Background: an optimization exercise with open tools, aiming at small area. Do not read the settings as production practice.
Only simulation tests tie the RTL to the original design; equivalence was not proved.

## cpu
module cpu
	(output reg [7:0] address,
	 output wire [7:0] to_memory,
	 output wire write,
	 input wire [7:0] from_memory,
	 input wire clk, reset);
For scale: roughly 320 cells after synthesis, roughly 2500 µm² of cells after synthesis.
export LEC_CHECK = 0
export ABC_AREA = 1
export CAP_MARGIN = 20
export CORE_MARGIN = 2
export CORE_UTILIZATION = 40
export SLEW_MARGIN = 20
create_clock -name core_clock -period 8.0 [get_ports {clk}]
standard.sh (not shown) runs the stock make flow with config.mk's settings and CLKGATE_MAP_FILE= SYNTH_SCRIPT=/design/flow/synth_recipe.tcl, a recipe that flattens the netlist after the stock synthesis.
==> flow/flow/run.sh <==
#!/bin/bash
# Own layout flow:
#  1. the standard synthesis (standard.sh), unchanged;
#  2. its combinational cells re-mapped by ABC with an area script; the
#     registers stay as the standard synthesis made them (same cells, names);
#  3. the standard layout of that netlist, with the smallest buffer on
#     the ports.
# Each tool's output goes to a log of its own in the work folder.
set -euo pipefail
W=$(pwd)
R=$W/orfs/results/$FLOW_PLATFORM/cpu/base
PDIR=$FLOW_HOME/platforms/$FLOW_PLATFORM
export RS_LIB=$PDIR/lib/sky130_fd_sc_hd__tt_025C_1v80.lib
export RS_DONT_USE=$(sed -n '/^export DONT_USE_CELLS/,/^$/p' $PDIR/config.mk | grep -o 'sky130_fd_sc_hd__[a-z0-9_]*' | tr '\n' ' ')
export RS_IN=$W/synth_standard.v
export RS_OUT=$W/synth_resynth.v
export RS_ABC=$W/flow/resynth.abc

bash standard.sh "$R/1_2_yosys.v" > log_synth_standard.log 2>&1
cp "$R/1_2_yosys.v" "$RS_IN"
yosys -c flow/resynth.tcl > log_resynth.log 2>&1
cp "$RS_OUT" "$R/1_2_yosys.v"
bash standard.sh BUFFER_PORTS_ARGS="-buffer_cell sky130_fd_sc_hd__buf_1" finish > log_layout.log 2>&1
==> flow/flow/resynth.abc <==
strash
&get -n
&deepsyn -T 20
&put
dch -f
map -a
==> flow/flow/resynth.tcl <==
# Re-map the combinational part of the standard synthesis netlist with ABC.
# Cells are read with their functions; the flip-flop cells are kept as black
# boxes, so the registers keep their cells and instance names.
yosys read_liberty -ignore_miss_func $::env(RS_LIB)
yosys read_verilog $::env(RS_IN)
yosys hierarchy -top cpu
yosys blackbox sky130_fd_sc_hd__df* sky130_fd_sc_hd__edf*
yosys flatten
yosys rename -hide w:*.*
yosys opt -purge
set du {}
foreach c $::env(RS_DONT_USE) { lappend du -dont_use $c }
yosys abc -liberty $::env(RS_LIB) {*}$du -script $::env(RS_ABC)
yosys opt_clean -purge
yosys splitnets
yosys opt_clean -purge
yosys hilomap -singleton -hicell sky130_fd_sc_hd__conb_1 HI -locell sky130_fd_sc_hd__conb_1 LO
yosys insbuf -buf sky130_fd_sc_hd__buf_4 A X
yosys stat -liberty $::env(RS_LIB)
yosys write_verilog -noattr -noexpr -nohex -nodec -selected $::env(RS_OUT)
Change:
--- a/flow/flow/run.sh
+++ b/flow/flow/run.sh
@@ -4,2 +4,3 @@
-#  2. its combinational cells re-mapped by ABC with an area script; the
-#     registers stay as the standard synthesis made them (same cells, names);
+#  2. its combinational cells re-mapped by ABC with an area script
+#     (deepsyn with a few seeds; the smallest result is kept); the registers
+#     stay as the standard synthesis made them (same cells, same names);
@@ -7 +8 @@
-#     the ports.
+#     the ports and a clock tree of small buffers without dummy loads.
@@ -16,2 +17,2 @@
-export RS_OUT=$W/synth_resynth.v
-export RS_ABC=$W/flow/resynth.abc
+SEEDS="1 2 3 4 5 6 7 8"
+source flow/settings.sh
@@ -21,3 +22,24 @@
-yosys -c flow/resynth.tcl > log_resynth.log 2>&1
-cp "$RS_OUT" "$R/1_2_yosys.v"
-bash standard.sh BUFFER_PORTS_ARGS="-buffer_cell sky130_fd_sc_hd__buf_1" finish > log_layout.log 2>&1
+
+run_seed() {
+  local s=$1
+  sed "s/@SEED@/$s/" flow/resynth.abc > $W/resynth_$s.abc
+  RS_ABC=$W/resynth_$s.abc RS_OUT=$W/synth_resynth_$s.v yosys -c flow/resynth.tcl > log_resynth_$s.log 2>&1 || true
+}
+n=0
+for s in $SEEDS; do
+  run_seed $s &
+  n=$((n + 1))
+  if (( n % ${NUM_CORES:-4} == 0 )); then wait; fi
+done
+wait
+best=""; best_area=""
+for s in $SEEDS; do
+  a=$(grep "Chip area for module" log_resynth_$s.log | tail -1 | awk '{print $NF}') || true
+  [[ -n "$a" && -s synth_resynth_$s.v ]] || continue
+  if [[ -z "$best" ]] || awk -v a=$a -v b=$best_area 'BEGIN{exit !(a<b)}'; then best=$s; best_area=$a; fi
+done
+echo "resynthesis: seed $best, area $best_area" > log_resynth_choice.log
+cp "synth_resynth_$best.v" "$R/1_2_yosys.v"
+
+bash standard.sh BUFFER_PORTS_ARGS="-buffer_cell sky130_fd_sc_hd__buf_1" \
+  CTS_ARGS="$CTS_ARGS" finish > log_layout.log 2>&1
==> flow/flow/resynth.abc (replaced) <==
strash
&get -n
&deepsyn -S @SEED@ -T 20
&put
dch -f
map -a
==> flow/flow/settings.sh (new file) <==
CTS_ARGS="-sink_clustering_enable -repair_clock_nets -dont_use_dummy_load -buf_list sky130_fd_sc_hd__clkbuf_8 -sink_clustering_size 24"
--- a/flow/config.mk
+++ b/flow/config.mk
@@ -11 +11 @@
-export CORE_UTILIZATION = 40
+export CORE_UTILIZATION = 70
The new run passed the timing, DRC and antenna checks.
Design area is lower by 2.8%.
Critical path depth is higher by 2.
Fmax is lower by 7.6%.
Clock skew is higher by 0.013 ns.
Non-clock buffer count stays the same.
First-iteration DRC count is higher to 3.0 times its value.
Via count is higher by 5.6%.
Die area is lower by 41%.
Final cell count is lower by 6.1%.
Change:
==> flow/flow/run.sh (replaced) <==
#!/bin/bash
# Own layout flow:
#  1. the standard synthesis (standard.sh), unchanged;
#  2. its combinational cells re-mapped by ABC with an area script; the
#     registers stay as the standard synthesis made them (same cells, names);
#  3. the standard layout of that netlist, with the smallest buffer on
#     the ports.
# Each tool's output goes to a log of its own in the work folder.
set -euo pipefail
W=$(pwd)
R=$W/orfs/results/$FLOW_PLATFORM/cpu/base
PDIR=$FLOW_HOME/platforms/$FLOW_PLATFORM
export RS_LIB=$PDIR/lib/sky130_fd_sc_hd__tt_025C_1v80.lib
export RS_DONT_USE=$(sed -n '/^export DONT_USE_CELLS/,/^$/p' $PDIR/config.mk | grep -o 'sky130_fd_sc_hd__[a-z0-9_]*' | tr '\n' ' ')
export RS_IN=$W/synth_standard.v
export RS_OUT=$W/synth_resynth.v
export RS_ABC=$W/flow/resynth.abc

bash standard.sh "$R/1_2_yosys.v" > log_synth_standard.log 2>&1
cp "$R/1_2_yosys.v" "$RS_IN"
yosys -c flow/resynth.tcl > log_resynth.log 2>&1
cp "$RS_OUT" "$R/1_2_yosys.v"
bash standard.sh BUFFER_PORTS_ARGS="-buffer_cell sky130_fd_sc_hd__buf_1" \
  CTS_ARGS="-sink_clustering_enable -repair_clock_nets -dont_use_dummy_load -buf_list sky130_fd_sc_hd__clkbuf_8 -sink_clustering_size 24" \
  finish > log_layout.log 2>&1
==> flow/flow/resynth.abc (replaced) <==
strash
&get -n
&deepsyn -T 20
&put
dch -f
map -a
--- a/flow/config.mk
+++ b/flow/config.mk
@@ -11 +11 @@
-export CORE_UTILIZATION = 70
+export CORE_UTILIZATION = 40
removed: flow/flow/settings.sh
The new run went through all stages and came out clean.
Maximum frequency goes up by about 9%.
Setup slack is better by 0.54 ns.
Core utilization drops by 35 points.
Flip-flop and latch count is unchanged.
Change:
==> flow/run.sh (new file) <==
#!/bin/bash
# synth_recipe.tcl (not shown) runs the flow's synth.tcl, then flattens the netlist and writes it again
# the make line also repeats each setting of config.mk as NAME=value (left out here)
make -C /OpenROAD-flow-scripts/flow DESIGN_CONFIG=/design/flow/config.mk WORK_HOME=/design/flow/orfs CLKGATE_MAP_FILE= SYNTH_SCRIPT=/design/flow/synth_recipe.tcl finish
removed: flow/flow/run.sh
removed: flow/flow/resynth.abc
removed: flow/flow/resynth.tcl
removed: flow/standard.sh
- cell area went up by 27%
- fmax came out lower by 15%
- via count grows by about 6%
- global-route usage drops by 1.2 points
- clock-buffer cell count increases by 1

-- what the ideal ports hide --
No port has a modelled driver above. Below, the same layouts with a new extraction and two added sets of constraints. Step 1 assumes that a clkbuf_16 drives the clock port and a buf_2 every other input. Step 2 moves the port delays by t, midway between the first and last clock arrival at a register: inputs arrive t later, outputs are due t later. That takes back most of the time a late clock gives input paths. Three values: no drivers, after step 1, after step 2; two values: the first two.
run	t, ns	setup slack, ns	slew at the worst register clock pin (ns)	worst slew at a driven data input, ns
the first run	0.325	1.730 / 1.735 / 1.410	0.08 / 0.08	0.03
the second run	0.317	1.215 / 1.223 / 0.906	0.09 / 0.09	0.04
the third run	0.312	1.753 / 1.757 / 1.444	0.08 / 0.08	0.03
the fourth run	0.340	0.614 / 0.621 / 0.281	0.09 / 0.09	0.03
After both steps setup and hold are still met in every run listed. For the fourth run, which loses most, drivers alone change the setup slack by +0.007 ns; drivers and shift together by -0.333 ns.
